Source: an optimization exercise on an open RTL-to-GDS flow (aim: small area, a short achievable clock period and few clock cycles per item). Production flows keep margins and buffers that such runs may drop.
The RTL was checked by simulation tests, not by an equivalence proof against the original design.
Power and IR drop assume default switching activity.

==> flow/design.v, too long to show whole: its modules and the start of the top module <==
// module scr_search: 1474 lines
module scr_search(clk,rst,start,R_fixed,angle1,adder,error,X,Y,done);
  // ...
==> flow/flow/run.sh <==
#!/bin/bash
# The standard layout (the standard.sh, unchanged synthesis and steps), with one change:
# the port buffers that global placement inserts are plain buffers instead of the default cell.
set -euo pipefail
export BUFFER_PORTS_ARGS="-buffer_cell sky130_fd_sc_hd__buf_2"
bash standard.sh > standard_flow.log 2>&1
==> flow/standard.sh <==
#!/bin/bash
# synth_recipe.tcl (not shown) runs the flow's synth.tcl, then flattens the netlist and writes it again
# the make line also repeats each setting of config.mk as NAME=value (left out here)
make -C /OpenROAD-flow-scripts/flow DESIGN_CONFIG=/design/flow/config.mk WORK_HOME=/design/flow/orfs CLKGATE_MAP_FILE= SYNTH_SCRIPT=/design/flow/synth_recipe.tcl "${@:-finish}"
==> flow/config.mk <==
export PLATFORM = sky130hd
export DESIGN_NAME = scr_search
export DESIGN_NICKNAME = scr_search
export VERILOG_FILES = /design/flow/design.v
export SDC_FILE = /design/flow/constraint.sdc
export NUM_CORES = 4
export LEC_CHECK = 0
export CAP_MARGIN = 20
export CORE_MARGIN = 2
export CORE_UTILIZATION = 15
export PLACE_DENSITY = 0.3
export SETUP_SLACK_MARGIN = 5
export SLEW_MARGIN = 20
==> flow/constraint.sdc <==
create_clock -name core_clock -period 12.0 [get_ports {clk}]
set_input_delay 2.4000 -clock core_clock [delete_from_list [all_inputs] [get_ports {clk}]]
set_output_delay 2.4000 -clock core_clock [all_outputs]
set_load 0.01 [all_outputs]
==> run notes, run 1 <==
Async SR Flop Fraction=0%; largest cell class by area=multi-input gates; Regs by FF count=ta (10), tb (10), xr (10); vias in the first global route=18735; worst path bufs/invs=1; Chip Width=318.6 um; layout cells sized above 1=11.02%; Synth Area in Compound Gates=34.17%; Seq pwr share=17.9%; TritonCTS Buffers=9; # diodes=1; Inverters=94; routed vias/inst=5.748; Hold Crit Class=flop to flop; CTS clk-pin slew, worst paths=60 ps; Die ar.=0.1015 sq mm; unrepaired setup endpoints after global routing=yes; final hold vios=0; Yosys cell types=116; crit path launch=angle1[1]; Post-DP HPWL=94750 um; initial antenna violation count=3; status=complete, no violations; Max Slew Vio Count=0; Seq/total area=10.76%; Met1 Wirelength=48980 um; met2 routed WL=50840 um; Fin Setup TNS=0 ps
Testbench counts, summed over its fixed seeds: cycles 384, queries 384.
==> run 2: changes to the inputs <==
--- a/flow/design.v
+++ b/flow/design.v
@@ -1345,61 +1345,62 @@
 wire ah_75 = aa_75 & ~(aa_72 | aa_73 | aa_74);
 wire bh_76 = bb_76 & ~1'b0;
 wire ah_76 = aa_76 & ~aa4_18;
 wire bh_77 = bb_77 & ~1'b0;
 wire ah_77 = aa_77 & ~1'b0;
 wire bvA = ((((bh_0 | bh_1) | (bh_2 | bh_3) | bh_4) | ((bh_5 | bh_6) | (bh_7 | bh_8) | bh_9) | ((bh_10 | bh_11) | (bh_12 | bh_13) | bh_14) | ((bh_15 | bh_16) | (bh_17 | bh_18) | bh_19)) | (((bh_20 | bh_21) | (bh_22 | bh_23) | bh_24) | ((bh_25 | bh_26) | (bh_27 | bh_28) | bh_29) | ((bh_30 | bh_31) | (bh_32 | bh_33) | bh_34) | ((bh_35 | bh_36) | (bh_37 | bh_38) | bh_39)) | (((bh_40 | bh_41) | (bh_42 | bh_43) | bh_44) | ((bh_45 | bh_46) | (bh_47 | bh_48) | bh_49) | ((bh_50 | bh_51) | (bh_52 | bh_53) | bh_54) | ((bh_55 | bh_56) | (bh_57 | bh_58) | bh_59)) | (((bh_60 | bh_61) | (bh_62 | bh_63) | bh_64) | ((bh_65 | bh_66) | (bh_67 | bh_68) | bh_69) | ((bh_70 | bh_71) | (bh_72 | bh_73) | bh_74) | (bh_75 | bh_76 | bh_77)));
 wire avA = ((((ah_0 | ah_1) | (ah_2 | ah_3) | ah_4) | ((ah_5 | ah_6) | (ah_7 | ah_8) | ah_9) | ((ah_10 | ah_11) | (ah_12 | ah_13) | ah_14) | ((ah_15 | ah_16) | (ah_17 | ah_18) | ah_19)) | (((ah_20 | ah_21) | (ah_22 | ah_23) | ah_24) | ((ah_25 | ah_26) | (ah_27 | ah_28) | ah_29) | ((ah_30 | ah_31) | (ah_32 | ah_33) | ah_34) | ((ah_35 | ah_36) | (ah_37 | ah_38) | ah_39)) | (((ah_40 | ah_41) | (ah_42 | ah_43) | ah_44) | ((ah_45 | ah_46) | (ah_47 | ah_48) | ah_49) | ((ah_50 | ah_51) | (ah_52 | ah_53) | ah_54) | ((ah_55 | ah_56) | (ah_57 | ah_58) | ah_59)) | (((ah_60 | ah_61) | (ah_62 | ah_63) | ah_64) | ((ah_65 | ah_66) | (ah_67 | ah_68) | ah_69) | ((ah_70 | ah_71) | (ah_72 | ah_73) | ah_74) | (ah_75 | ah_76 | ah_77)));
 wire [9:0] tbA;
-assign tbA[0] = ((((bh_0 & mir) | bh_3 | bh_4) | (bh_7 | (bh_8 & mir) | bh_11) | (bh_12 | bh_13 | bh_14) | (bh_16 | bh_17)) | ((bh_19 | bh_21 | bh_22) | (bh_23 | bh_24 | bh_25) | (bh_26 | bh_27 | bh_30) | (bh_31 | bh_32)) | ((bh_34 | bh_37 | bh_41) | (bh_43 | bh_44 | bh_52) | (bh_54 | (bh_56 & mir) | bh_59) | (bh_60 | bh_63)) | ((bh_64 | bh_65 | bh_67) | (bh_68 | bh_71 | (bh_72 & mir)) | (bh_74 | bh_75 | (bh_77 & mir))));
-assign tbA[1] = ((((bh_0 & mir) | bh_2 | bh_3) | (bh_6 | bh_7 | (bh_8 & mir)) | (bh_11 | bh_12 | bh_13) | (bh_14 | bh_16)) | ((bh_17 | bh_19 | bh_24) | (bh_25 | bh_27 | bh_29) | (bh_30 | bh_32 | bh_34) | (bh_35 | bh_38)) | ((bh_39 | bh_40 | bh_41) | (bh_43 | bh_47 | bh_50) | (bh_52 | bh_54 | (bh_56 & mir)) | (bh_60 | bh_61)) | ((bh_64 | bh_66 | bh_67) | (bh_69 | bh_71 | (bh_72 & mir)) | (bh_74 | bh_76 | (bh_77 & mir))));
-assign tbA[2] = ((((bh_0 & mir) | (bh_8 & mir) | bh_9) | (bh_11 | bh_13 | bh_14) | (bh_15 | bh_17 | bh_18) | (bh_19 | bh_23)) | ((bh_24 | bh_26 | bh_27) | (bh_28 | bh_29 | bh_30) | (bh_38 | bh_39 | bh_40) | (bh_41 | bh_44)) | ((bh_46 | bh_47 | bh_50) | (bh_51 | bh_54 | (bh_56 & mir)) | (bh_57 | bh_58 | bh_59) | (bh_60 | bh_61)) | ((bh_62 | bh_63 | bh_64) | (bh_66 | (bh_72 & mir) | bh_73) | (bh_74 | bh_75 | bh_76) | (bh_77 & mir)));
-assign tbA[3] = ((((bh_0 & mir) | bh_1 | bh_2) | (bh_5 | bh_6 | bh_7) | ((bh_8 & mir) | bh_9 | bh_11) | (bh_12 | bh_15)) | ((bh_17 | bh_21 | bh_22) | (bh_23 | bh_26 | bh_30) | (bh_31 | bh_32 | bh_33) | (bh_36 | bh_37)) | ((bh_39 | bh_41 | bh_43) | (bh_44 | bh_46 | bh_47) | (bh_48 | bh_49 | bh_50) | (bh_54 | bh_55)) | (((bh_56 & mir) | bh_61 | bh_62) | (bh_66 | bh_69 | (bh_72 & mir)) | (bh_73 | bh_74 | bh_76) | (bh_77 & mir)));
-assign tbA[4] = ((((bh_0 & mir) | bh_3 | bh_5) | (bh_6 | (bh_8 & ~mir) | bh_10) | (bh_11 | bh_12 | bh_17) | bh_19) | ((bh_21 | bh_22 | bh_24) | (bh_25 | bh_26 | bh_31) | (bh_32 | bh_33 | bh_41) | bh_43) | ((bh_46 | bh_47 | bh_48) | (bh_49 | bh_50 | (bh_56 & ~mir)) | (bh_57 | bh_58 | bh_61) | bh_63) | ((bh_64 | bh_65 | bh_66) | (bh_69 | bh_70 | (bh_72 & mir)) | (bh_73 | bh_76 | (bh_77 & mir))));
-assign tbA[5] = ((((bh_0 & mir) | bh_1 | bh_3) | (bh_4 | bh_7 | bh_12) | (bh_13 | bh_14 | bh_17) | bh_19) | ((bh_20 | bh_21 | bh_24) | (bh_26 | bh_29 | bh_32) | (bh_33 | bh_34 | bh_38) | bh_42) | ((bh_43 | bh_46 | bh_50) | (bh_53 | bh_54 | bh_56) | (bh_59 | bh_60 | bh_63) | bh_66) | ((bh_67 | bh_70) | ((bh_72 & mir) | bh_73) | (bh_75 | bh_76) | (bh_77 & mir)));
-assign tbA[6] = ((((bh_0 & mir) | bh_1 | bh_4) | (bh_6 | bh_9 | bh_11) | (bh_16 | bh_17 | bh_19) | (bh_21 | bh_22)) | ((bh_25 | bh_26 | bh_27) | (bh_29 | bh_30 | bh_32) | (bh_34 | bh_36 | bh_39) | (bh_41 | bh_43)) | ((bh_44 | bh_47 | bh_48) | (bh_49 | bh_50 | bh_51) | (bh_54 | bh_55 | bh_56) | (bh_58 | bh_60)) | ((bh_62 | bh_63 | bh_65) | (bh_66 | bh_68 | bh_69) | (bh_70 | (bh_72 & mir) | bh_73) | (bh_77 & mir)));
-assign tbA[7] = ((((bh_0 & mir) | bh_1 | bh_5) | (bh_6 | bh_8 | bh_9) | (bh_12 | bh_14 | bh_20)) | ((bh_21 | bh_23 | bh_25) | (bh_26 | bh_28 | bh_29) | (bh_31 | bh_32 | bh_35)) | ((bh_40 | bh_41 | bh_44) | (bh_48 | bh_51 | bh_55) | (bh_56 | bh_59 | bh_60)) | ((bh_64 | bh_65 | bh_66) | (bh_71 | (bh_72 & ~mir) | bh_74) | (bh_75 | bh_76 | (bh_77 & mir))));
-assign tbA[8] = ((((bh_0 & mir) | bh_1 | bh_7) | (bh_8 | bh_9 | bh_13) | (bh_14 | bh_18 | bh_19) | bh_20) | ((bh_21 | bh_24 | bh_25) | (bh_26 | bh_30 | bh_31) | (bh_32 | bh_36 | bh_42) | bh_43) | ((bh_44 | bh_49 | bh_50) | (bh_51 | bh_57 | bh_58) | (bh_59 | bh_60 | bh_67) | bh_68) | ((bh_69 | bh_70) | (bh_71 | bh_73) | (bh_74 | bh_75) | (bh_76 | (bh_77 & ~mir))));
-assign tbA[9] = ((((bh_0 & mir) | bh_2 | bh_3) | (bh_4 | bh_5 | bh_6) | (bh_7 | bh_8 | bh_9) | (bh_15 | bh_16)) | ((bh_17 | bh_18 | bh_19) | (bh_20 | bh_21 | bh_27) | (bh_28 | bh_29 | bh_30) | (bh_31 | bh_32)) | ((bh_37 | bh_38 | bh_39) | (bh_40 | bh_41 | bh_42) | (bh_43 | bh_44 | bh_52) | (bh_53 | bh_54)) | ((bh_55 | bh_56 | bh_57) | (bh_58 | bh_59 | bh_60) | (bh_72 | bh_73 | bh_74) | (bh_75 | bh_76)));
+assign tbA[0] = ((((bh_0 & ~mir) | bh_1 | bh_2) | (bh_5 | bh_6 | (bh_8 & ~mir)) | (bh_9 | bh_10 | bh_15) | (bh_18 | bh_20)) | ((bh_28 | bh_29 | bh_33) | (bh_35 | bh_36 | bh_38) | (bh_39 | bh_40 | bh_42) | (bh_45 | bh_46)) | ((bh_47 | bh_48 | bh_49) | (bh_50 | bh_51 | bh_53) | (bh_55 | (bh_56 & ~mir) | bh_57) | (bh_58 | bh_61)) | ((bh_62 | bh_66) | (bh_69 | bh_70) | ((bh_72 & ~mir) | bh_73) | (bh_76 | (bh_77 & ~mir))));
+assign tbA[1] = ~(((bh_2 | bh_4) | (bh_6 | bh_21) | (bh_22 | bh_23) | bh_26) | ((bh_29 | bh_31) | (bh_35 | bh_37) | (bh_38 | bh_39) | bh_40) | ((bh_44 | bh_47) | (bh_50 | bh_59) | (bh_61 | bh_63) | bh_65) | ((bh_66 | bh_68) | (bh_69 | bh_75) | bh_76));
+assign tbA[2] = ~(((bh_2 | bh_3) | (bh_4 | bh_6) | (bh_7 | bh_9) | (bh_12 | bh_15)) | ((bh_16 | bh_18) | (bh_21 | bh_22) | (bh_25 | bh_28) | (bh_31 | bh_32)) | ((bh_34 | bh_35) | (bh_37 | bh_43) | (bh_46 | bh_51) | (bh_52 | bh_57)) | ((bh_58 | bh_62) | (bh_65 | bh_67) | (bh_68 | bh_69) | (bh_71 | bh_73)));
+assign tbA[3] = (((bh_1 | bh_3 | bh_4) | (bh_5 | bh_13 | bh_14) | (bh_16 | bh_18 | bh_19)) | ((bh_24 | bh_25 | bh_27) | (bh_28 | bh_29 | bh_33) | (bh_34 | bh_35 | bh_36)) | ((bh_38 | bh_40 | bh_48) | (bh_49 | bh_51 | bh_52) | (bh_55 | bh_57 | bh_58)) | ((bh_59 | bh_60 | bh_63) | (bh_64 | bh_65 | bh_67) | (bh_68 | bh_71 | bh_75)));
+assign tbA[4] = (((bh_2 | bh_3) | (bh_5 | bh_7) | (bh_8 | bh_9) | (bh_10 | bh_15)) | ((bh_19 | bh_23) | (bh_24 | bh_25) | (bh_30 | bh_33) | (bh_37 | bh_39)) | ((bh_44 | bh_48) | (bh_49 | bh_54) | (bh_56 | bh_57) | (bh_58 | bh_62)) | ((bh_63 | bh_64) | (bh_65 | bh_70) | bh_74));
+assign tbA[5] = ~(((bh_1 | bh_3) | (bh_4 | bh_6) | (bh_7 | bh_11) | (bh_13 | bh_14)) | ((bh_19 | bh_20) | (bh_22 | bh_24) | (bh_29 | bh_31) | (bh_33 | bh_34)) | ((bh_38 | bh_41) | (bh_42 | bh_47) | (bh_53 | bh_54) | (bh_56 | bh_59)) | ((bh_60 | bh_61) | (bh_63 | bh_67) | (bh_69 | bh_70) | bh_75));
+assign tbA[6] = ~(((bh_3 | bh_7 | bh_9) | (bh_12 | bh_13 | bh_14) | (bh_16 | bh_20 | bh_24)) | ((bh_25 | bh_27 | bh_30) | (bh_31 | bh_33 | bh_36) | (bh_38 | bh_39 | bh_42)) | ((bh_44 | bh_46 | bh_48) | (bh_49 | bh_51 | bh_53) | (bh_55 | bh_58 | bh_59)) | ((bh_61 | bh_62) | (bh_65 | bh_67) | (bh_68 | bh_75) | bh_76));
+assign tbA[7] = ~(((bh_0 | bh_1 | bh_2) | (bh_6 | bh_9 | bh_10) | (bh_12 | bh_14 | bh_15)) | ((bh_18 | bh_20 | bh_21) | (bh_25 | bh_26 | bh_29) | (bh_31 | bh_32 | bh_37)) | ((bh_41 | bh_44 | bh_45) | (bh_48 | bh_51 | bh_52) | (bh_55 | bh_56 | bh_57)) | ((bh_59 | bh_60) | (bh_65 | bh_66) | (bh_75 | bh_76) | bh_77));
+assign tbA[8] = ~(((bh_6 | bh_7) | (bh_8 | bh_12) | (bh_13 | bh_18) | (bh_19 | bh_24)) | ((bh_29 | bh_30) | (bh_36 | bh_41) | (bh_42 | bh_43) | (bh_48 | bh_49)) | ((bh_50 | bh_55) | (bh_56 | bh_57) | (bh_58 | bh_65) | (bh_66 | bh_67)) | ((bh_68 | bh_69) | (bh_70 | bh_71) | (bh_73 | bh_74) | bh_77));
+assign tbA[9] = ~(((bh_1 | bh_2 | bh_3) | (bh_4 | bh_5 | bh_12) | (bh_13 | bh_14 | bh_15) | bh_16) | ((bh_17 | bh_24 | bh_25) | (bh_26 | bh_27 | bh_28) | (bh_36 | bh_37 | bh_38) | bh_39) | ((bh_40 | bh_48 | bh_49) | (bh_50 | bh_51 | bh_52) | (bh_53 | bh_54 | bh_65) | bh_66) | ((bh_67 | bh_68) | (bh_69 | bh_70) | (bh_71 | bh_72) | bh_77));
 wire [3:0] XbA;
-assign XbA[0] = (((bh_0 | bh_1 | bh_3 | bh_5) | (bh_7 | bh_9 | bh_10 | bh_11) | (bh_13 | (bh_14 & f_81) | (bh_14 & f_243) | bh_16) | (bh_17 | bh_19)) | ((bh_20 | bh_21 | bh_23 | bh_24) | (bh_26 | bh_28 | bh_29 | bh_31) | (bh_32 | bh_33 | bh_34 | bh_35) | (bh_37 | bh_38)) | ((bh_39 | bh_40 | bh_41 | bh_43) | (bh_44 | bh_46 | bh_48 | bh_49) | (bh_51 | bh_52 | bh_53 | bh_55) | (bh_56 | bh_58)) | ((bh_59 | bh_61 | bh_62) | (bh_63 | bh_65 | bh_67) | (bh_69 | bh_71 | bh_72) | (bh_74 | bh_76)));
-assign XbA[1] = (((bh_1 | bh_2 | bh_5) | (bh_6 | bh_9 | bh_10) | (bh_12 | bh_13 | (bh_14 & f_243)) | (bh_15 | bh_19)) | ((bh_20 | bh_21 | bh_22) | (bh_24 | bh_25 | bh_26) | (bh_31 | bh_33 | bh_35) | (bh_36 | bh_37)) | ((bh_39 | bh_41 | bh_46) | (bh_47 | bh_48 | bh_50) | (bh_51 | bh_52 | bh_53) | (bh_57 | bh_59)) | ((bh_60 | bh_62 | bh_63) | (bh_66 | bh_67 | bh_70) | (bh_71 | bh_73 | bh_76)));
-assign XbA[2] = (((bh_1 | bh_2 | bh_3) | (bh_4 | bh_9 | bh_10) | (bh_11 | bh_12 | (bh_14 & f_81)) | ((bh_14 & f_243) | bh_15 | bh_17)) | ((bh_18 | bh_19 | bh_21) | (bh_23 | bh_25 | bh_28) | (bh_29 | bh_30 | bh_31) | (bh_34 | bh_35 | bh_37)) | ((bh_38 | bh_41 | bh_42) | (bh_43 | bh_44 | bh_47) | (bh_49 | bh_51 | bh_53) | (bh_54 | bh_55 | bh_57)) | ((bh_58 | bh_60 | bh_61) | (bh_62 | bh_63 | bh_68) | (bh_69 | bh_70 | bh_71) | (bh_73 | bh_74 | bh_75)));
-assign XbA[3] = (((bh_1 | bh_2 | bh_3 | bh_4) | (bh_5 | bh_6 | bh_7 | bh_8) | (bh_9 | bh_11 | bh_13 | (bh_14 & f_243)) | (bh_15 | bh_16 | bh_17)) | ((bh_19 | bh_20 | bh_22 | bh_23) | (bh_25 | bh_26 | bh_27 | bh_28) | (bh_30 | bh_32 | bh_33 | bh_34) | (bh_35 | bh_37 | bh_38)) | ((bh_39 | bh_40 | bh_42 | bh_44) | (bh_45 | bh_46 | bh_47 | bh_49) | (bh_50 | bh_52 | bh_53 | bh_55) | (bh_56 | bh_57 | bh_59)) | ((bh_61 | bh_63 | bh_64 | bh_65) | (bh_66 | bh_67 | bh_68 | bh_69) | (bh_70 | bh_71 | bh_73 | bh_74) | (bh_75 | bh_76)));
+assign XbA[0] = ~(((bh_2 | bh_4) | (bh_6 | bh_8) | (bh_12 | bh_15) | bh_18) | ((bh_22 | bh_25) | (bh_27 | bh_30) | (bh_36 | bh_42) | bh_45) | ((bh_47 | bh_50) | (bh_54 | bh_57) | (bh_60 | bh_64) | bh_66) | ((bh_68 | bh_70) | (bh_73 | bh_75) | bh_77));
+assign XbA[1] = ~(((bh_0 | bh_3 | bh_4) | (bh_7 | bh_8 | bh_11) | ((bh_14 & f_81) | bh_16 | bh_17) | bh_18) | ((bh_23 | bh_27 | bh_28) | (bh_29 | bh_30 | bh_32) | (bh_34 | bh_38 | bh_40) | bh_42) | ((bh_43 | bh_44 | bh_45) | (bh_49 | bh_54 | bh_55) | (bh_56 | bh_58 | bh_61) | bh_64) | ((bh_65 | bh_68) | (bh_69 | bh_72) | (bh_74 | bh_75) | bh_77));
+assign XbA[2] = ~(((bh_0 | bh_5) | (bh_6 | bh_7) | (bh_8 | bh_13) | (bh_16 | bh_20)) | ((bh_22 | bh_24) | (bh_26 | bh_27) | (bh_32 | bh_33) | (bh_36 | bh_39)) | ((bh_40 | bh_45) | (bh_46 | bh_48) | (bh_50 | bh_52) | (bh_56 | bh_59)) | ((bh_64 | bh_65) | (bh_66 | bh_67) | (bh_72 | bh_76) | bh_77));
+assign XbA[3] = ~(((bh_0 | bh_10) | (bh_12 | (bh_14 & f_81)) | bh_18) | ((bh_21 | bh_24) | (bh_29 | bh_31) | bh_36) | ((bh_41 | bh_43) | (bh_48 | bh_51) | bh_54) | ((bh_58 | bh_60) | (bh_62 | bh_72) | bh_77));
 wire [3:0] YbA;
-assign YbA[0] = (((bh_1 | bh_2 | bh_3 | bh_4) | (bh_5 | bh_6 | bh_7 | bh_8) | (bh_10 | bh_12 | (bh_14 & f_81) | (bh_14 & f_243)) | bh_15) | ((bh_17 | bh_18 | bh_20 | bh_22) | (bh_24 | bh_25 | bh_27 | bh_28) | (bh_30 | bh_31 | bh_33 | bh_35) | bh_36) | ((bh_38 | bh_40 | bh_42 | bh_43) | (bh_45 | bh_46 | bh_47 | bh_49) | (bh_50 | bh_51 | bh_53 | bh_54) | bh_56) | ((bh_57 | bh_59 | bh_60 | bh_61) | (bh_63 | bh_64 | bh_66 | bh_68) | (bh_70 | bh_72 | bh_73 | bh_75) | bh_77));
+assign YbA[0] = ~(((bh_0 | bh_9) | (bh_11 | bh_13) | (bh_16 | bh_19) | bh_21) | ((bh_23 | bh_26) | (bh_29 | bh_32) | (bh_34 | bh_37) | bh_39) | ((bh_41 | bh_44) | (bh_48 | bh_52) | (bh_55 | bh_58) | bh_62) | ((bh_65 | bh_67) | (bh_69 | bh_71) | (bh_74 | bh_76)));
 assign YbA[1] = (((bh_9 | bh_11 | bh_13) | ((bh_14 & f_243) | bh_15 | bh_16) | (bh_17 | bh_20 | bh_21)) | ((bh_22 | bh_27 | bh_29) | (bh_31 | bh_34 | bh_35) | (bh_38 | bh_39 | bh_42)) | ((bh_43 | bh_46 | bh_48) | (bh_50 | bh_53 | bh_54) | (bh_55 | bh_56 | bh_57)) | ((bh_61 | bh_62) | (bh_64 | bh_67) | (bh_68 | bh_71) | (bh_73 | bh_74)));
 assign YbA[2] = (((bh_19 | bh_23) | (bh_25 | bh_26) | (bh_28 | bh_30) | (bh_32 | bh_33)) | ((bh_34 | bh_35) | (bh_38 | bh_39) | (bh_40 | bh_41) | (bh_42 | bh_45)) | ((bh_46 | bh_50) | (bh_51 | bh_56) | (bh_58 | bh_60) | (bh_62 | bh_63)) | ((bh_64 | bh_69) | (bh_70 | bh_71) | (bh_73 | bh_74) | (bh_75 | bh_76)));
 assign YbA[3] = (((bh_37 | bh_44) | (bh_47 | bh_49) | (bh_52 | bh_53)) | ((bh_55 | bh_57) | (bh_59 | bh_61) | (bh_63 | bh_65)) | ((bh_66 | bh_67) | (bh_68 | bh_69) | (bh_70 | bh_71)) | (bh_73 | bh_74 | bh_75 | bh_76));
 wire [9:0] taA;
-assign taA[0] = ((((ah_0 & mir) | ah_3 | ah_4) | (ah_7 | (ah_8 & mir) | ah_11) | (ah_12 | ah_13 | ah_14) | (ah_16 | ah_17)) | ((ah_19 | ah_21 | ah_22) | (ah_23 | ah_24 | ah_25) | (ah_26 | ah_27 | ah_30) | (ah_31 | ah_32)) | ((ah_34 | ah_37 | ah_41) | (ah_43 | ah_44 | ah_52) | (ah_54 | (ah_56 & mir) | ah_59) | (ah_60 | ah_63)) | ((ah_64 | ah_65 | ah_67) | (ah_68 | ah_71 | (ah_72 & mir)) | (ah_74 | ah_75 | (ah_77 & mir))));
-assign taA[1] = ((((ah_0 & mir) | ah_2 | ah_3) | (ah_6 | ah_7 | (ah_8 & mir)) | (ah_11 | ah_12 | ah_13) | (ah_14 | ah_16)) | ((ah_17 | ah_19 | ah_24) | (ah_25 | ah_27 | ah_29) | (ah_30 | ah_32 | ah_34) | (ah_35 | ah_38)) | ((ah_39 | ah_40 | ah_41) | (ah_43 | ah_47 | ah_50) | (ah_52 | ah_54 | (ah_56 & mir)) | (ah_60 | ah_61)) | ((ah_64 | ah_66 | ah_67) | (ah_69 | ah_71 | (ah_72 & mir)) | (ah_74 | ah_76 | (ah_77 & mir))));
-assign taA[2] = ((((ah_0 & mir) | (ah_8 & mir) | ah_9) | (ah_11 | ah_13 | ah_14) | (ah_15 | ah_17 | ah_18) | (ah_19 | ah_23)) | ((ah_24 | ah_26 | ah_27) | (ah_28 | ah_29 | ah_30) | (ah_38 | ah_39 | ah_40) | (ah_41 | ah_44)) | ((ah_46 | ah_47 | ah_50) | (ah_51 | ah_54 | (ah_56 & mir)) | (ah_57 | ah_58 | ah_59) | (ah_60 | ah_61)) | ((ah_62 | ah_63 | ah_64) | (ah_66 | (ah_72 & mir) | ah_73) | (ah_74 | ah_75 | ah_76) | (ah_77 & mir)));
-assign taA[3] = ((((ah_0 & mir) | ah_1 | ah_2) | (ah_5 | ah_6 | ah_7) | ((ah_8 & mir) | ah_9 | ah_11) | (ah_12 | ah_15)) | ((ah_17 | ah_21 | ah_22) | (ah_23 | ah_26 | ah_30) | (ah_31 | ah_32 | ah_33) | (ah_36 | ah_37)) | ((ah_39 | ah_41 | ah_43) | (ah_44 | ah_46 | ah_47) | (ah_48 | ah_49 | ah_50) | (ah_54 | ah_55)) | (((ah_56 & mir) | ah_61 | ah_62) | (ah_66 | ah_69 | (ah_72 & mir)) | (ah_73 | ah_74 | ah_76) | (ah_77 & mir)));
-assign taA[4] = ((((ah_0 & mir) | ah_3 | ah_5) | (ah_6 | (ah_8 & ~mir) | ah_10) | (ah_11 | ah_12 | ah_17) | ah_19) | ((ah_21 | ah_22 | ah_24) | (ah_25 | ah_26 | ah_31) | (ah_32 | ah_33 | ah_41) | ah_43) | ((ah_46 | ah_47 | ah_48) | (ah_49 | ah_50 | (ah_56 & ~mir)) | (ah_57 | ah_58 | ah_61) | ah_63) | ((ah_64 | ah_65 | ah_66) | (ah_69 | ah_70 | (ah_72 & mir)) | (ah_73 | ah_76 | (ah_77 & mir))));
-assign taA[5] = ((((ah_0 & mir) | ah_1 | ah_3) | (ah_4 | ah_7 | ah_12) | (ah_13 | ah_14 | ah_17) | ah_19) | ((ah_20 | ah_21 | ah_24) | (ah_26 | ah_29 | ah_32) | (ah_33 | ah_34 | ah_38) | ah_42) | ((ah_43 | ah_46 | ah_50) | (ah_53 | ah_54 | ah_56) | (ah_59 | ah_60 | ah_63) | ah_66) | ((ah_67 | ah_70) | ((ah_72 & mir) | ah_73) | (ah_75 | ah_76) | (ah_77 & mir)));
-assign taA[6] = ((((ah_0 & mir) | ah_1 | ah_4) | (ah_6 | ah_9 | ah_11) | (ah_16 | ah_17 | ah_19) | (ah_21 | ah_22)) | ((ah_25 | ah_26 | ah_27) | (ah_29 | ah_30 | ah_32) | (ah_34 | ah_36 | ah_39) | (ah_41 | ah_43)) | ((ah_44 | ah_47 | ah_48) | (ah_49 | ah_50 | ah_51) | (ah_54 | ah_55 | ah_56) | (ah_58 | ah_60)) | ((ah_62 | ah_63 | ah_65) | (ah_66 | ah_68 | ah_69) | (ah_70 | (ah_72 & mir) | ah_73) | (ah_77 & mir)));
-assign taA[7] = ((((ah_0 & mir) | ah_1 | ah_5) | (ah_6 | ah_8 | ah_9) | (ah_12 | ah_14 | ah_20)) | ((ah_21 | ah_23 | ah_25) | (ah_26 | ah_28 | ah_29) | (ah_31 | ah_32 | ah_35)) | ((ah_40 | ah_41 | ah_44) | (ah_48 | ah_51 | ah_55) | (ah_56 | ah_59 | ah_60)) | ((ah_64 | ah_65 | ah_66) | (ah_71 | (ah_72 & ~mir) | ah_74) | (ah_75 | ah_76 | (ah_77 & mir))));
-assign taA[8] = ((((ah_0 & mir) | ah_1 | ah_7) | (ah_8 | ah_9 | ah_13) | (ah_14 | ah_18 | ah_19) | ah_20) | ((ah_21 | ah_24 | ah_25) | (ah_26 | ah_30 | ah_31) | (ah_32 | ah_36 | ah_42) | ah_43) | ((ah_44 | ah_49 | ah_50) | (ah_51 | ah_57 | ah_58) | (ah_59 | ah_60 | ah_67) | ah_68) | ((ah_69 | ah_70) | (ah_71 | ah_73) | (ah_74 | ah_75) | (ah_76 | (ah_77 & ~mir))));
-assign taA[9] = ((((ah_0 & mir) | ah_2 | ah_3) | (ah_4 | ah_5 | ah_6) | (ah_7 | ah_8 | ah_9) | (ah_15 | ah_16)) | ((ah_17 | ah_18 | ah_19) | (ah_20 | ah_21 | ah_27) | (ah_28 | ah_29 | ah_30) | (ah_31 | ah_32)) | ((ah_37 | ah_38 | ah_39) | (ah_40 | ah_41 | ah_42) | (ah_43 | ah_44 | ah_52) | (ah_53 | ah_54)) | ((ah_55 | ah_56 | ah_57) | (ah_58 | ah_59 | ah_60) | (ah_72 | ah_73 | ah_74) | (ah_75 | ah_76)));
+assign taA[0] = ((((ah_0 & ~mir) | ah_1 | ah_2) | (ah_5 | ah_6 | (ah_8 & ~mir)) | (ah_9 | ah_10 | ah_15) | (ah_18 | ah_20)) | ((ah_28 | ah_29 | ah_33) | (ah_35 | ah_36 | ah_38) | (ah_39 | ah_40 | ah_42) | (ah_45 | ah_46)) | ((ah_47 | ah_48 | ah_49) | (ah_50 | ah_51 | ah_53) | (ah_55 | (ah_56 & ~mir) | ah_57) | (ah_58 | ah_61)) | ((ah_62 | ah_66) | (ah_69 | ah_70) | ((ah_72 & ~mir) | ah_73) | (ah_76 | (ah_77 & ~mir))));
+assign taA[1] = ~(((ah_2 | ah_4) | (ah_6 | ah_21) | (ah_22 | ah_23) | ah_26) | ((ah_29 | ah_31) | (ah_35 | ah_37) | (ah_38 | ah_39) | ah_40) | ((ah_44 | ah_47) | (ah_50 | ah_59) | (ah_61 | ah_63) | ah_65) | ((ah_66 | ah_68) | (ah_69 | ah_75) | ah_76));
+assign taA[2] = ~(((ah_2 | ah_3) | (ah_4 | ah_6) | (ah_7 | ah_9) | (ah_12 | ah_15)) | ((ah_16 | ah_18) | (ah_21 | ah_22) | (ah_25 | ah_28) | (ah_31 | ah_32)) | ((ah_34 | ah_35) | (ah_37 | ah_43) | (ah_46 | ah_51) | (ah_52 | ah_57)) | ((ah_58 | ah_62) | (ah_65 | ah_67) | (ah_68 | ah_69) | (ah_71 | ah_73)));
+assign taA[3] = (((ah_1 | ah_3 | ah_4) | (ah_5 | ah_13 | ah_14) | (ah_16 | ah_18 | ah_19)) | ((ah_24 | ah_25 | ah_27) | (ah_28 | ah_29 | ah_33) | (ah_34 | ah_35 | ah_36)) | ((ah_38 | ah_40 | ah_48) | (ah_49 | ah_51 | ah_52) | (ah_55 | ah_57 | ah_58)) | ((ah_59 | ah_60 | ah_63) | (ah_64 | ah_65 | ah_67) | (ah_68 | ah_71 | ah_75)));
+assign taA[4] = (((ah_2 | ah_3) | (ah_5 | ah_7) | (ah_8 | ah_9) | (ah_10 | ah_15)) | ((ah_19 | ah_23) | (ah_24 | ah_25) | (ah_30 | ah_33) | (ah_37 | ah_39)) | ((ah_44 | ah_48) | (ah_49 | ah_54) | (ah_56 | ah_57) | (ah_58 | ah_62)) | ((ah_63 | ah_64) | (ah_65 | ah_70) | ah_74));
+assign taA[5] = ~(((ah_1 | ah_3) | (ah_4 | ah_6) | (ah_7 | ah_11) | (ah_13 | ah_14)) | ((ah_19 | ah_20) | (ah_22 | ah_24) | (ah_29 | ah_31) | (ah_33 | ah_34)) | ((ah_38 | ah_41) | (ah_42 | ah_47) | (ah_53 | ah_54) | (ah_56 | ah_59)) | ((ah_60 | ah_61) | (ah_63 | ah_67) | (ah_69 | ah_70) | ah_75));
+assign taA[6] = ~(((ah_3 | ah_7 | ah_9) | (ah_12 | ah_13 | ah_14) | (ah_16 | ah_20 | ah_24)) | ((ah_25 | ah_27 | ah_30) | (ah_31 | ah_33 | ah_36) | (ah_38 | ah_39 | ah_42)) | ((ah_44 | ah_46 | ah_48) | (ah_49 | ah_51 | ah_53) | (ah_55 | ah_58 | ah_59)) | ((ah_61 | ah_62) | (ah_65 | ah_67) | (ah_68 | ah_75) | ah_76));
+assign taA[7] = ~(((ah_0 | ah_1 | ah_2) | (ah_6 | ah_9 | ah_10) | (ah_12 | ah_14 | ah_15)) | ((ah_18 | ah_20 | ah_21) | (ah_25 | ah_26 | ah_29) | (ah_31 | ah_32 | ah_37)) | ((ah_41 | ah_44 | ah_45) | (ah_48 | ah_51 | ah_52) | (ah_55 | ah_56 | ah_57)) | ((ah_59 | ah_60) | (ah_65 | ah_66) | (ah_75 | ah_76) | ah_77));
+assign taA[8] = ~(((ah_6 | ah_7) | (ah_8 | ah_12) | (ah_13 | ah_18) | (ah_19 | ah_24)) | ((ah_29 | ah_30) | (ah_36 | ah_41) | (ah_42 | ah_43) | (ah_48 | ah_49)) | ((ah_50 | ah_55) | (ah_56 | ah_57) | (ah_58 | ah_65) | (ah_66 | ah_67)) | ((ah_68 | ah_69) | (ah_70 | ah_71) | (ah_73 | ah_74) | ah_77));
+assign taA[9] = ~(((ah_1 | ah_2 | ah_3) | (ah_4 | ah_5 | ah_12) | (ah_13 | ah_14 | ah_15) | ah_16) | ((ah_17 | ah_24 | ah_25) | (ah_26 | ah_27 | ah_28) | (ah_36 | ah_37 | ah_38) | ah_39) | ((ah_40 | ah_48 | ah_49) | (ah_50 | ah_51 | ah_52) | (ah_53 | ah_54 | ah_65) | ah_66) | ((ah_67 | ah_68) | (ah_69 | ah_70) | (ah_71 | ah_72) | ah_77));
 wire [3:0] XaA;
-assign XaA[0] = (((ah_0 | ah_1 | ah_3 | ah_5) | (ah_7 | ah_9 | ah_10 | ah_11) | (ah_13 | (ah_14 & f_81) | (ah_14 & f_243) | ah_16) | (ah_17 | ah_19)) | ((ah_20 | ah_21 | ah_23 | ah_24) | (ah_26 | ah_28 | ah_29 | ah_31) | (ah_32 | ah_33 | ah_34 | ah_35) | (ah_37 | ah_38)) | ((ah_39 | ah_40 | ah_41 | ah_43) | (ah_44 | ah_46 | ah_48 | ah_49) | (ah_51 | ah_52 | ah_53 | ah_55) | (ah_56 | ah_58)) | ((ah_59 | ah_61 | ah_62) | (ah_63 | ah_65 | ah_67) | (ah_69 | ah_71 | ah_72) | (ah_74 | ah_76)));
-assign XaA[1] = (((ah_1 | ah_2 | ah_5) | (ah_6 | ah_9 | ah_10) | (ah_12 | ah_13 | (ah_14 & f_243)) | (ah_15 | ah_19)) | ((ah_20 | ah_21 | ah_22) | (ah_24 | ah_25 | ah_26) | (ah_31 | ah_33 | ah_35) | (ah_36 | ah_37)) | ((ah_39 | ah_41 | ah_46) | (ah_47 | ah_48 | ah_50) | (ah_51 | ah_52 | ah_53) | (ah_57 | ah_59)) | ((ah_60 | ah_62 | ah_63) | (ah_66 | ah_67 | ah_70) | (ah_71 | ah_73 | ah_76)));
-assign XaA[2] = (((ah_1 | ah_2 | ah_3) | (ah_4 | ah_9 | ah_10) | (ah_11 | ah_12 | (ah_14 & f_81)) | ((ah_14 & f_243) | ah_15 | ah_17)) | ((ah_18 | ah_19 | ah_21) | (ah_23 | ah_25 | ah_28) | (ah_29 | ah_30 | ah_31) | (ah_34 | ah_35 | ah_37)) | ((ah_38 | ah_41 | ah_42) | (ah_43 | ah_44 | ah_47) | (ah_49 | ah_51 | ah_53) | (ah_54 | ah_55 | ah_57)) | ((ah_58 | ah_60 | ah_61) | (ah_62 | ah_63 | ah_68) | (ah_69 | ah_70 | ah_71) | (ah_73 | ah_74 | ah_75)));
-assign XaA[3] = (((ah_1 | ah_2 | ah_3 | ah_4) | (ah_5 | ah_6 | ah_7 | ah_8) | (ah_9 | ah_11 | ah_13 | (ah_14 & f_243)) | (ah_15 | ah_16 | ah_17)) | ((ah_19 | ah_20 | ah_22 | ah_23) | (ah_25 | ah_26 | ah_27 | ah_28) | (ah_30 | ah_32 | ah_33 | ah_34) | (ah_35 | ah_37 | ah_38)) | ((ah_39 | ah_40 | ah_42 | ah_44) | (ah_45 | ah_46 | ah_47 | ah_49) | (ah_50 | ah_52 | ah_53 | ah_55) | (ah_56 | ah_57 | ah_59)) | ((ah_61 | ah_63 | ah_64 | ah_65) | (ah_66 | ah_67 | ah_68 | ah_69) | (ah_70 | ah_71 | ah_73 | ah_74) | (ah_75 | ah_76)));
+assign XaA[0] = ~(((ah_2 | ah_4) | (ah_6 | ah_8) | (ah_12 | ah_15) | ah_18) | ((ah_22 | ah_25) | (ah_27 | ah_30) | (ah_36 | ah_42) | ah_45) | ((ah_47 | ah_50) | (ah_54 | ah_57) | (ah_60 | ah_64) | ah_66) | ((ah_68 | ah_70) | (ah_73 | ah_75) | ah_77));
+assign XaA[1] = ~(((ah_0 | ah_3 | ah_4) | (ah_7 | ah_8 | ah_11) | ((ah_14 & f_81) | ah_16 | ah_17) | ah_18) | ((ah_23 | ah_27 | ah_28) | (ah_29 | ah_30 | ah_32) | (ah_34 | ah_38 | ah_40) | ah_42) | ((ah_43 | ah_44 | ah_45) | (ah_49 | ah_54 | ah_55) | (ah_56 | ah_58 | ah_61) | ah_64) | ((ah_65 | ah_68) | (ah_69 | ah_72) | (ah_74 | ah_75) | ah_77));
+assign XaA[2] = ~(((ah_0 | ah_5) | (ah_6 | ah_7) | (ah_8 | ah_13) | (ah_16 | ah_20)) | ((ah_22 | ah_24) | (ah_26 | ah_27) | (ah_32 | ah_33) | (ah_36 | ah_39)) | ((ah_40 | ah_45) | (ah_46 | ah_48) | (ah_50 | ah_52) | (ah_56 | ah_59)) | ((ah_64 | ah_65) | (ah_66 | ah_67) | (ah_72 | ah_76) | ah_77));
+assign XaA[3] = ~(((ah_0 | ah_10) | (ah_12 | (ah_14 & f_81)) | ah_18) | ((ah_21 | ah_24) | (ah_29 | ah_31) | ah_36) | ((ah_41 | ah_43) | (ah_48 | ah_51) | ah_54) | ((ah_58 | ah_60) | (ah_62 | ah_72) | ah_77));
 wire [3:0] YaA;
-assign YaA[0] = (((ah_1 | ah_2 | ah_3 | ah_4) | (ah_5 | ah_6 | ah_7 | ah_8) | (ah_10 | ah_12 | (ah_14 & f_81) | (ah_14 & f_243)) | ah_15) | ((ah_17 | ah_18 | ah_20 | ah_22) | (ah_24 | ah_25 | ah_27 | ah_28) | (ah_30 | ah_31 | ah_33 | ah_35) | ah_36) | ((ah_38 | ah_40 | ah_42 | ah_43) | (ah_45 | ah_46 | ah_47 | ah_49) | (ah_50 | ah_51 | ah_53 | ah_54) | ah_56) | ((ah_57 | ah_59 | ah_60 | ah_61) | (ah_63 | ah_64 | ah_66 | ah_68) | (ah_70 | ah_72 | ah_73 | ah_75) | ah_77));
+assign YaA[0] = ~(((ah_0 | ah_9) | (ah_11 | ah_13) | (ah_16 | ah_19) | ah_21) | ((ah_23 | ah_26) | (ah_29 | ah_32) | (ah_34 | ah_37) | ah_39) | ((ah_41 | ah_44) | (ah_48 | ah_52) | (ah_55 | ah_58) | ah_62) | ((ah_65 | ah_67) | (ah_69 | ah_71) | (ah_74 | ah_76)));
 assign YaA[1] = (((ah_9 | ah_11 | ah_13) | ((ah_14 & f_243) | ah_15 | ah_16) | (ah_17 | ah_20 | ah_21)) | ((ah_22 | ah_27 | ah_29) | (ah_31 | ah_34 | ah_35) | (ah_38 | ah_39 | ah_42)) | ((ah_43 | ah_46 | ah_48) | (ah_50 | ah_53 | ah_54) | (ah_55 | ah_56 | ah_57)) | ((ah_61 | ah_62) | (ah_64 | ah_67) | (ah_68 | ah_71) | (ah_73 | ah_74)));
 assign YaA[2] = (((ah_19 | ah_23) | (ah_25 | ah_26) | (ah_28 | ah_30) | (ah_32 | ah_33)) | ((ah_34 | ah_35) | (ah_38 | ah_39) | (ah_40 | ah_41) | (ah_42 | ah_45)) | ((ah_46 | ah_50) | (ah_51 | ah_56) | (ah_58 | ah_60) | (ah_62 | ah_63)) | ((ah_64 | ah_69) | (ah_70 | ah_71) | (ah_73 | ah_74) | (ah_75 | ah_76)));
 assign YaA[3] = (((ah_37 | ah_44) | (ah_47 | ah_49) | (ah_52 | ah_53)) | ((ah_55 | ah_57) | (ah_59 | ah_61) | (ah_63 | ah_65)) | ((ah_66 | ah_67) | (ah_68 | ah_69) | (ah_70 | ah_71)) | (ah_73 | ah_74 | ah_75 | ah_76));
+wire [9:0] xo = x[9:0] - 10'd153;
 reg bv, av, mr; reg [9:0] tb, ta, xr; reg [3:0] Xb, Yb, Xa, Ya; reg [4:0] err;
 always @(posedge clk) if (start) begin
   bv <= bvA; av <= avA; tb <= tbA; ta <= taA; Xb <= XbA; Yb <= YbA; Xa <= XaA; Ya <= YaA;
-  xr <= x[9:0]; err <= error; mr <= mir;
+  xr <= xo; err <= error; mr <= mir;
 end
 reg [7:0] emax;
 always @* case(err)
   5'd0: emax = 8'd73;
   5'd1: emax = 8'd80;
   5'd2: emax = 8'd88;
   5'd3: emax = 8'd95;
   5'd4: emax = 8'd102;
==> flow/flow/run.sh (replaced) <==
#!/bin/bash
set -euo pipefail
export BUFFER_PORTS_ARGS="-buffer_cell sky130_fd_sc_hd__buf_2"
sed 's/SETUP_SLACK_MARGIN=[0-9.]*/SETUP_SLACK_MARGIN=6/' standard.sh > standard_m.sh
grep -q 'SETUP_SLACK_MARGIN=6' standard_m.sh
bash standard_m.sh > standard_flow.log 2>&1
==> run notes, run 2 <==
status=complete, no violations (unchanged); Clock Path Buffers=2 (unchanged); I/O pins=49 (unchanged); initial DRC count=2592 (was 2433); EDFF count, synth=54 (unchanged); Chip Width=312.8 um (was 318.6 um); initial antenna violation count=2 (was 3); CP Class=primary input to flop (unchanged); maximum clock frequency=161.2 MHz (was 142.1 MHz); CTS tree=built (unchanged); power per cell area=91.86 mW/mm^2 (was 96.93 mW/mm^2); Worst setup EP type=flop (unchanged); Die ar.=0.09785 sq mm (was 0.1015 sq mm); R2R Path Start=err[1] (was err[0]); first-pass GRT wire length=150700 um (was 157800 um); core area=0.09473 sq mm (was 0.09828 sq mm); drt wl/cell=33.22 um (was 34.54 um); FP Rows=113 (was 115); Fin Setup TNS=0 ps (unchanged); commonest non-fill, non-tap cell in the layout=nand2_1 (was nor2_1); Worst Skew=4.389 ps (was 2.176 ps); Filler cells=10792 (was 11323); total grt overflow=0 (unchanged); Initial Utilization=15.10% (about the same); Setup WS pre-CTS=4084 ps (was 4482 ps); Placer Congestion=1.049 (was 0.9923); crit path launch=angle1[12] (was angle1[1]); # hold bufs at CTS=0 (unchanged); final setup vio count=0 (unchanged); Max Slew Vio Count=0 (unchanged); Yosys cell types=113 (was 116); CP max FO=61 (was 36); number of synthesized register bits=63 (unchanged); final hold vios=0 (unchanged); Most used DFF post-synth=edfxtp_1 (unchanged); H-tree Lvls=3 (unchanged); Async SR Flop Fraction=0% (unchanged); DR DRC count=0 (unchanged); HP Start=done (unchanged); Hold Crit Class=flop to flop (unchanged); Syn Area/Cell=7.096 sq um (was 7.195 sq um); Post-Route WL=111400 um (was 115000 um); Commonest cells post-synth=nand2_1, nor2_1, a21oi_1, nor3_1, o21ai_0 (was nor2_1, nand2_1, a21oi_1, o21ai_0, nor3_1); Slew @ Worst Pin=1135 ps (was 1303 ps); Area contributors post-synth=edfxtp_1, nand2_1, a21oi_1 (was edfxtp_1, nor2_1, nand2_1); # port buffers=48 (unchanged); Tmin final=6203 ps (was 7037 ps); CTS Root Cell=clkbuf_16 (unchanged); unrepaired setup endpoints after global routing=yes (unchanged); Worst IR Drop VDD=66.47 uV (was 77.62 uV); area leader, netlist=edfxtp_1 (unchanged); Post-DP HPWL=89360 um (was 94750 um); Total Power=1.688 mW (was 1.623 mW); Final period util=51.69% (was 58.64%); worst setup margin=5797 ps (was 4963 ps); syn_nets=2115 (was 2159); Startpoint Class=primary input (unchanged); total number of vias=19146 (was 19142); drt pass-1 iters=6 (was 7); post-synth top area share=11.34% (was 10.92%); All-Layer GR Usage=21.65% (was 21.89%); largest net degree at the start of global routing=72 (was 65); clk latency of the worst-skew pair=360 ps (was 340 ps); most frequent cell after synthesis=nand2_1 (was nor2_1); Slew headroom=24.34% (was 11.89%); synthesized area=0.01430 sq mm (was 0.01484 sq mm); Final nets=2180 (was 2133); CP required=12090 ps (was 12010 ps); total clock sinks=63 (unchanged); commonest cells after routing, fill and taps aside=nand2_1, nor2_1, buf_4 (was nor2_1, nand2_1, a21oi_1); Pleak=6.548 nW (was 5.862 nW); Regs by FF count=ta (10), tb (10), xr (10) (unchanged); layout cells sized above 1=22.34% (was 11.02%); max cap viols=0 (unchanged); area grow syn2layout=28.46% (was 12.82%); vias in the first global route=18466 (was 18735); final antenna-violating net count=0 (unchanged); yosys warns=1 (unchanged); Die H=312.8 um (was 318.6 um); CTS clk-pin slew, worst paths=60 ps (about the same); sequential area share after synthesis=12.60% (was 12.14%); TritonCTS Buffers=9 (unchanged); Worst Path Arrival=6300 ps (was 7050 ps); routed vias/inst=5.712 (was 5.748); Cells after Synth=2016 (was 2063)
==> run 2: stage by stage <==
step | hold slack [ps] | area [sq um] | std cells | util (%)
2_1_floorplan | 502.9 | 14310 | 2016 | -
3_3_place_gp | 450.1 | 15810 | 3246 | 16.69
3_5_place_dp | 486.4 | 15850 | 3248 | 16.73
4_1_cts | 494.6 | 17340 | 3302 | 18.30
5_1_grt | 529.0 | 18370 | 3351 | 19.40
6_report | 486.9 | 18380 | 3352 | 19.40
==> run 2: kinds of logic after synthesis <==
group	synth area share [%]
mux	1.924
buf+inv	7.295
fa+ha+maj	6.385
xor+xnor	1.163
simple gates	37.34
compound gates	33.30
flops	12.60
==> run 2: per-layer routing <==
metal  up-vias  global-route usage [%]  share of wire [%]
met1      9522                   27.68                 41
met2      1243                   34.73                 44
met4         2                   11.95                7.1
met3       336                   3.427                7.7
met5         -                       0              0.012
li1       8043                       -                  -
==> run 2: worst max-delay path, stage by stage <==
cell and delay [ps]:
buf_2 100, buf_12 280, nor2b_4 390, nand2_1 360, a221oi_1 600, buf_4 280
nor2_1 60, o211a_1 240, a211oi_1 470, nor4b_4 410, nand4_1 160, or4_1 450
==> run 2: final cells by class <==
class,count,area (sq um),area share (%)
multi-input combinational,1730,12770,69.50
sequential,63,1802,9.805
tap,1265,1583,8.613
timing repair buffer,188,1570,8.545
inverter,89,357.8,1.947
clock buffer,10,229.0,1.246
clock inverter,6,61.31,0.3336
antenna,1,2.502,0.01362
==> run 2: final timing paths <==
path	to	slack, ps	depth (start not counted)
hold reg to reg	done	490	2
setup reg to reg	emax[1]	10050	5
hold / removal	done	490	2
setup / recovery	bv	5800	12
==> run 2: report_power, final <==
group          switching, mW  total, mW  internal, mW
Combinational          0.744       1.12         0.378
Sequential            0.0297      0.299         0.269
Clock                  0.107      0.266         0.160
==> run 2: timing repair <==
action,in CTS,in global routing
hold endpoints to repair,0,0
gates cloned,0,5
pin swaps,27,40
setup buffers,38,44
resized for setup,180,132
setup endpoints to repair,46,42
Testbench counts of run 2, summed over its fixed seeds: cycles 384, queries 384.
==> run 3: changes to the inputs <==
==> flow/flow/run.sh (replaced) <==
#!/bin/bash
set -euo pipefail
export BUFFER_PORTS_ARGS="-buffer_cell sky130_fd_sc_hd__buf_2"
sed 's/SETUP_SLACK_MARGIN=[0-9.]*/SETUP_SLACK_MARGIN=5.5/' standard.sh > standard_m.sh
grep -q 'SETUP_SLACK_MARGIN=5.5' standard_m.sh
bash standard_m.sh > standard_flow.log 2>&1
--- a/flow/config.mk
+++ b/flow/config.mk
@@ -7,7 +7,7 @@
 export LEC_CHECK = 0
 export CAP_MARGIN = 20
 export CORE_MARGIN = 2
-export CORE_UTILIZATION = 15
-export PLACE_DENSITY = 0.3
+export CORE_UTILIZATION = 25
+export PLACE_DENSITY = 0.45
 export SETUP_SLACK_MARGIN = 5
 export SLEW_MARGIN = 20
==> run notes, run 3 <==
final setup vio count=0 (unchanged); Placer Congestion=1.081 (was 1.049); Worst Path Arrival=6660 ps (was 6300 ps); Reg2Reg Depth=5 (unchanged); simple-gate portion of the synthesized area=37.34% (unchanged); vias in the first global route=17895 (was 18466); Post-DP HPWL=82530 um (was 89360 um); unrepaired setup endpoints after global routing=yes (unchanged); Max Slew Vio Count=0 (unchanged); worst reg-to-reg setup slack=10190 ps (was 10050 ps); commonest cells after routing, fill and taps aside=nand2_1, nor2_1, a21oi_1 (was nand2_1, nor2_1, buf_4); post-synthesis mux area share=1.924% (unchanged); Reg-to-Reg End=emax[1] (unchanged); final antenna-violating net count=0 (unchanged); largest family of logic cells by synthesized area=simple AND/OR/NAND/NOR gates (unchanged); H-tree Lvls=3 (unchanged); area grow syn2layout=12.94% (was 28.46%); crit path launch=angle1[12] (unchanged); All-Layer GR Usage=33.17% (was 21.65%); Final period util=54.91% (was 51.69%); synthesized area=0.01430 sq mm (unchanged); layout cells sized above 1=13.44% (was 22.34%); Worst IR Drop VDD=54.14 uV (was 66.47 uV); Yosys cell types=113 (unchanged); max cap viols=0 (unchanged); Die H=243.2 um (was 312.8 um); met2 routed WL=41060 um (was 49350 um); CTS tree=built (unchanged); commonest non-fill, non-tap cell in the layout=nand2_1 (unchanged); Worst Skew=2.079 ps (was 4.389 ps); maximum clock frequency=151.8 MHz (was 161.2 MHz); first-pass GRT wire length=140700 um (was 150700 um); post-synth top area share=11.34% (unchanged); # port buffers=48 (unchanged); initial DRC count=2910 (was 2592); Worst setup EP type=flop (unchanged); syn_nets=2115 (unchanged); Regs by FF count=ta (10), tb (10), xr (10) (unchanged); Crit-path slowest cell=or4_4 (was a221oi_1); HP Start=done (unchanged); yosys warns=1 (unchanged); Slew headroom=5.682% (was 24.34%); met3 routed WL=10300 um (was 8574 um); Initial Utilization=25.32% (was 15.10%); FP Rows=87 (was 113); drt wl/cell=36.57 um (was 33.22 um); largest stage delay on the critical path=600 ps (about the same); Area contributors post-synth=edfxtp_1, nand2_1, a21oi_1 (unchanged); Cells after DPL=2741 (was 3248); CP Class=primary input to flop (unchanged); Fin Setup TNS=0 ps (unchanged); Cells after Synth=2016 (unchanged); Post-Route WL=101400 um (was 111400 um); clk latency of the worst-skew pair=350 ps (was 360 ps); Synth Area in Compound Gates=33.30% (unchanged); initial antenna violation count=2 (unchanged); total number of vias=19090 (was 19146); Slew @ Worst Pin=1404 ps (was 1135 ps); Final nets=2111 (was 2180); routed vias/inst=6.882 (was 5.712); worst hold stages=2 (unchanged); TritonCTS Buffers=9 (unchanged); DR DRC count=0 (unchanged); power per cell area=101.0 mW/mm^2 (was 91.86 mW/mm^2); Die ar.=0.05915 sq mm (was 0.09785 sq mm); Async SR Flop Fraction=0% (unchanged); Chip Width=243.2 um (was 312.8 um); core area=0.05650 sq mm (was 0.09473 sq mm); drt pass-1 iters=8 (was 6); CTS Root Cell=clkbuf_16 (unchanged); EDFF count, synth=54 (unchanged); top routing layer used=met4 (was met5); most frequent cell after synthesis=nand2_1 (unchanged); sequential area share after synthesis=12.60% (unchanged); post-synthesis xor/xnor area fraction=1.163% (unchanged); Met1 Wirelength=40870 um (was 45480 um); Tmin final=6590 ps (was 6203 ps); CP required=12070 ps (was 12090 ps); Syn Area/Cell=7.096 sq um (unchanged); Startpoint Class=primary input (unchanged); Cell Count, Final, Fillers Out=2774 (was 3352); status=complete, no violations (unchanged); Pleak=5.998 nW (was 6.548 nW); R2R Path Start=err[1] (unchanged); Min-Delay Endpoint=done (unchanged); total clock sinks=63 (unchanged); Commonest cells post-synth=nand2_1, nor2_1, a21oi_1, nor3_1, o21ai_0 (unchanged); total grt overflow=0 (unchanged); area leader, netlist=edfxtp_1 (unchanged); largest net degree at the start of global routing=71 (was 72); Post-Synth Adder-Cell Area=6.385% (unchanged); Clock Path Buffers=2 (unchanged); CP max FO=34 (was 61); I/O pins=49 (unchanged); worst-path cell chain=buf_4 -> buf_6 -> nor2_1 -> buf_4 -> nor4_2 -> o21ai_1 -> or4_4 -> nand2_1 -> o211ai_1 -> or4_4 -> or4_1 -> or4_1 (was buf_2 -> buf_12 -> nor2b_4 -> nand2_1 -> a221oi_1 -> buf_4 -> nor2_1 -> o211a_1 -> a211oi_1 -> nor4b_4 -> nand4_1 -> or4_1); CTS clk-pin slew, worst paths=50 ps (was 60 ps); final hold vios=0 (unchanged); Hold Crit Class=flop to flop (unchanged); number of synthesized register bits=63 (unchanged); Most used DFF post-synth=edfxtp_1 (unchanged)
-- run 3: worst max-delay path by stage --
stage	end	slack, ps	cells after the start
5_1_grt	Y[0]	5380	14
6_report	ta[0]	5410	12
4_1_cts	ta[7]	5410	13
3_5_place_dp	ta[7]	4350	14
2_1_floorplan	ta[0]	6040	15
3_3_place_gp	ta[7]	4330	14
-- run 3: report_power, final --
group	switching [mW]	total [mW]	internal (mW)	leakage (nW)
sequential	0.0288	0.298	0.269	0.601
combinational	0.700	1.04	0.344	5.23
clock	0.101	0.289	0.189	0.170
total	0.829	1.63	0.802	6.00
-- run 3: cells by family after synthesis --
logic type | Yosys count
compound gates | 661
xor+xnor | 19
fa+ha+maj | 60
buf+inv | 223
flops | 63
mux | 27
simple gates | 963
-- run 3: final cells by class --
class                           count  area (sq um)
Fill cell                        6231         40340
Multi-Input combinational cell   1730         11860
Tap cell                          756         945.9
Clock inverter                      2         13.76
Inverter                           89         342.8
Sequential cell                    63          1802
Antenna cell                        1         2.502
Clock buffer                       14         327.8
Timing Repair Buffer              119         862.1
-- run 3: timing repair --
action / 4_1_cts / 5_1_grt
resized for setup: 46 / 52
setup buffers: 11 / 4
setup endpoints to repair: 42 / 31
hold buffers: 0 / 0
pin swaps: 6 / 17
-- run 3: worst max-delay path, delay by kind of cell --
kind,cells,cell delay [ps]
buffers and inverters,3,880
AOI/OAI and AO/OA,2,580
and+or+nand+nor,7,2790
-- run 3: stage by stage --
stage | setup slack, ps | utilization (%) | cell area (sq um) | total power, mW | hold WS [ps]
after floorplan | 6043 | - | 14310 | 0.8571 | 502.9
after global placement | 4326 | 26.91 | 15200 | 1.244 | 444.5
after detailed placement | 4348 | 26.95 | 15220 | 1.230 | 470.3
after CTS | 5406 | 28.09 | 15870 | 1.558 | 482.5
after global routing | 5382 | 28.59 | 16150 | 1.700 | 518.8
final | 5410 | 28.60 | 16160 | 1.631 | 472.7
-- run 3: routing by layer --
layer / global-route usage [%] / up-vias
met3: 6.092 / 391
met1: 43.64 / 9247
li1: - / 7896
met5: 0 / -
met4: 23.93 / 0
met2: 48.36 / 1556
==> run 4: changes to the inputs <==
--- a/flow/config.mk
+++ b/flow/config.mk
@@ -5,9 +5,10 @@
 export SDC_FILE = /design/flow/constraint.sdc
 export NUM_CORES = 4
 export LEC_CHECK = 0
+export ABC_AREA = 1
 export CAP_MARGIN = 20
 export CORE_MARGIN = 2
-export CORE_UTILIZATION = 25
-export PLACE_DENSITY = 0.45
+export CORE_UTILIZATION = 15
+export PLACE_DENSITY = 0.3
 export SETUP_SLACK_MARGIN = 5
 export SLEW_MARGIN = 20
==> run notes, run 4 <==
status=complete, no violations (unchanged); area leader, netlist=nand2_1 (was edfxtp_1); dpl cell area=0.01690 sq mm (was 0.01522 sq mm); final core occ=17.17% (was 28.60%); Setup WS pre-CTS=5347 ps (was 4348 ps); Tmin final=6390 ps (was 6590 ps); CTS Root Cell=clkbuf_16 (unchanged); Clock power frac=16.0% (was 17.7%); Initial Utilization=15.18% (was 25.32%); Slew headroom=36.68% (was 5.682%); most frequent cell after synthesis=nand2_1 (unchanged); number of synthesized register bits=63 (unchanged); first-pass GRT wire length=148000 um (was 140700 um); post-synthesis xor/xnor area fraction=1.250% (was 1.163%); Worst Skew=8.606 ps (was 2.079 ps); Reg-to-Reg End=emax[3] (was emax[1]); Post-Route WL=105100 um (was 101400 um); Die ar.=0.1040 sq mm (was 0.05915 sq mm); Post-Synth Adder-Cell Area=5.936% (was 6.385%); # hold bufs at CTS=0 (unchanged); post-synthesis mux area share=0% (was 1.924%); Placer Congestion=1.031 (was 1.081); sw frac=56.90% (was 50.83%); total grt overflow=0 (unchanged); R2R Path Start=err[0] (was err[1]); Post-CTS Setup Inserts=0 (was 11); Clock Path Buffers=2 (unchanged); total clock sinks=63 (unchanged); clk latency of the worst-skew pair=360 ps (was 350 ps); Total Power=1.747 mW (was 1.631 mW); post-synth top area share=23.41% (was 11.34%); Die H=322.5 um (was 243.2 um); Worst IR Drop VDD=64.32 uV (was 54.14 uV); largest net degree at the start of global routing=65 (was 71); worst setup margin=5610 ps (was 5410 ps); DR DRC count=0 (unchanged); Syn Area/Cell=5.203 sq um (was 7.096 sq um); EDFF count, synth=54 (unchanged); Worst setup EP type=flop (unchanged); commonest cells after routing, fill and taps aside=nand2_1, nor2_1, inv_1 (was nand2_1, nor2_1, a21oi_1); final antenna-violating net count=0 (unchanged); CP max FO=16 (was 34); Slew @ Worst Pin=942.6 ps (was 1404 ps); Post-DP HPWL=89720 um (was 82530 um); Seq pwr share=17.5% (was 18.3%); worst hold stages=2 (unchanged); Async SR Flop Fraction=0% (unchanged); final hold vios=0 (unchanged); Psw=0.9938 mW (was 0.8292 mW); met3 routed WL=6419 um (was 10300 um); largest family of logic cells by synthesized area=simple AND/OR/NAND/NOR gates (unchanged); Area contributors post-synth=nand2_1, nor2_1, nand3_1 (was edfxtp_1, nand2_1, a21oi_1); final setup vio count=0 (unchanged); max cap viols=0 (unchanged); CTS tree=built (unchanged); synthesized area=0.01522 sq mm (was 0.01430 sq mm); commonest non-fill, non-tap cell in the layout=nand2_1 (unchanged); Hold Crit Class=flop to flop (unchanged); routed vias/inst=4.754 (was 6.882); Reg2Reg Depth=7 (was 5); area grow syn2layout=13.12% (was 12.94%); power share of the combinational group=66.6% (was 64.0%); CTS clk-pin slew, worst paths=60 ps (was 50 ps); initial antenna violation count=1 (was 2); Synth Area in Compound Gates=10.00% (was 33.30%); # port buffers=48 (unchanged); Fin Setup TNS=0 ps (unchanged); Final period util=53.25% (was 54.91%); maximum clock frequency=156.5 MHz (was 151.8 MHz); Most used DFF post-synth=edfxtp_1 (unchanged); Cells after Synth=2925 (was 2016); Startpoint Class=primary input (unchanged); Yosys cell types=60 (was 113); Min-Delay Endpoint=done (unchanged); top routing layer used=met4 (unchanged); All-Layer GR Usage=19.90% (was 33.17%); Regs by FF count=ta (10), tb (10), xr (10) (unchanged); post-route design area=0.01722 sq mm (was 0.01616 sq mm); met2 routed WL=46470 um (was 41060 um); worst reg-to-reg setup slack=9870 ps (was 10190 ps); TritonCTS Buffers=9 (unchanged); Final nets=3039 (was 2111); unrepaired setup endpoints after global routing=no (was yes); Commonest cells post-synth=nand2_1, nor2_1, inv_1, nand3_1, a21oi_1 (was nand2_1, nor2_1, a21oi_1, nor3_1, o21ai_0); Chip Width=322.5 um (was 243.2 um); drt pass-1 iters=9 (was 8); vias in the first global route=19733 (was 17895); Pleak=9.284 nW (was 5.998 nW); Max Slew Vio Count=0 (unchanged); CP required=12100 ps (was 12070 ps); Worst Path Arrival=6490 ps (was 6660 ps); power per cell area=101.4 mW/mm^2 (was 101.0 mW/mm^2); Filler cells=12009 (was 6231); simple-gate portion of the synthesized area=59.40% (was 37.34%); core area=0.1003 sq mm (was 0.05650 sq mm); Met1 Wirelength=44910 um (was 40870 um); # diodes=0 (was 1); I/O pins=49 (unchanged); HP Start=done (unchanged); yosys warns=1 (unchanged); initial DRC count=2285 (was 2910); syn_nets=3024 (was 2115); drt wl/cell=24.42 um (was 36.57 um); FP Rows=116 (was 87); sequential area share after synthesis=11.84% (was 12.60%); CP Class=primary input to flop (unchanged); total number of vias=20450 (was 19090); H-tree Lvls=3 (unchanged); layout cells sized above 1=7.810% (was 13.44%); design internal power=0.7528 mW (was 0.8022 mW)
## run 4: changes by cell type after synthesis, moves of 40 or more
cell / before / now
nand2_1: 175 / 949
nor2_1: 148 / 512
inv_1: 87 / 342
nand3_1: 89 / 334
nor4_1: 52 / 1
nor3_1: 110 / 62
inv_2: 2 / 46
o211ai_1: 51 / 7
a211oi_1: 43 / 0
or3_1: 40 / 0
## run 4: cell families after synthesis
logic type	after synthesis
AOI/OAI and AO/OA	275
DFF	63
xor gates and xnor gates	20
buffers and inverters	441
and+or+nand+nor	2067
adders and majority gates	59
## run 4: stage by stage
stage          instances  hold WS, ps
6_report            4302        472.4
5_1_grt             4302        528.0
2_1_floorplan       2925        502.8
3_5_place_dp        4286        467.1
3_3_place_gp        4286        472.8
4_1_cts             4302        483.5
## run 4: critical path, stage by stage
cell and delay (ps):
buf_2 220, inv_1 340, nand2_1 360, a21oi_1 530
nand2_1 150, nand2_1 90, nor2_1 120, inv_2 90
nand3_1 460, nor2_1 790, nand2_1 300, nand2_1 190
nor2_1 70, nand3_1 60, nor2_1 50, nand2_1 160
nor2_1 80
## run 4: repair_timing
item | in CTS | in global routing
cloned | 0 | 0
endpoints found under the hold margin | 0 | 0
resized for setup | 2 | 2
setup endpoints to repair | 8 | 8
## run 4: power by group through the flow
| stage | clock network, mW | logic, mW | registers [mW] |
|---|---|---|---|
| finish | 0.279 | 1.16 | 0.305 |
| CTS | 0.292 | 1.14 | 0.307 |
| global placement | 0 | 1.16 | 0.312 |
| floorplan | 0 | 0.711 | 0.291 |
| global route | 0.300 | 1.27 | 0.309 |
| detailed placement | 0 | 1.13 | 0.312 |
## run 4: per-layer routing
metal,GRT usage [%],up-vias
met5,0,-
met4,11.42,0
met3,2.091,254
met2,32.09,1085
met1,25.75,9687
li1,-,9424
## run 4: how the worst max path moves through the flow
stage                     slack [ps]  depth (start not counted)  endpoint       start
final                           5610                         17     Xa[1]   angle1[3]
after global routing            5580                         17     Xa[1]   angle1[3]
after CTS                       5590                         19      X[2]       ta[1]
after detailed placement        5350                         17     Xa[1]   angle1[3]
after global placement          5270                         16     tb[3]  angle1[13]
after floorplan                 6790                         18      X[0]       ta[1]
## run 4: cell type report
cell class / count / area, sq um / share of cell area, %
Clock inverter: 7 / 77.57 / 0.4506
Multi-Input combinational cell: 2421 / 11670 / 67.76
Inverter: 393 / 1478 / 8.583
Sequential cell: 63 / 1802 / 10.47
Tap cell: 1357 / 1698 / 9.862
Clock buffer: 9 / 225.2 / 1.308
Timing Repair Buffer: 52 / 270.3 / 1.570

[separate check: timing with driven ports]
The flow's constraints put no driver on any port. The routed layouts listed below were extracted and timed again, unchanged, in two steps.
Step 1 (the two cells are an assumption about what drives the block):
set clk [get_ports {clk}]
set_driving_cell -lib_cell sky130_fd_sc_hd__clkbuf_16 $clk
set_driving_cell -lib_cell sky130_fd_sc_hd__buf_2 [delete_from_list [all_inputs] $clk]
Step 2 times the ports against the registers' clock, not the clock port: input delays grow and output delays shrink by t, the midpoint of the rising clock arrivals with the driver on.
Slacks: ideal / step 1 / step 2; pairs: ideal / step 1.
run	t, ns	slack for setup (ns)	hold WS [ns]	clock arrival spread, ns	cell pins on the clock port's net
run 1	0.392	4.963 / 4.987 / 4.595	0.463 / 0.463 / 0.463	0.012 / 0.012	1
run 2	0.412	5.797 / 5.758 / 5.415	0.487 / 0.487 / 0.487	0.010 / 0.010	1
run 3	0.396	5.410 / 5.437 / 5.041	0.473 / 0.473 / 0.473	0.006 / 0.006	1
run 4	0.401	5.610 / 5.638 / 5.238	0.472 / 0.472 / 0.472	0.011 / 0.011	1
After both steps setup and hold are still met in every run listed. The setup slack of run 2, which loses most, moves by -0.039 ns with the drivers and by -0.382 ns with both steps.
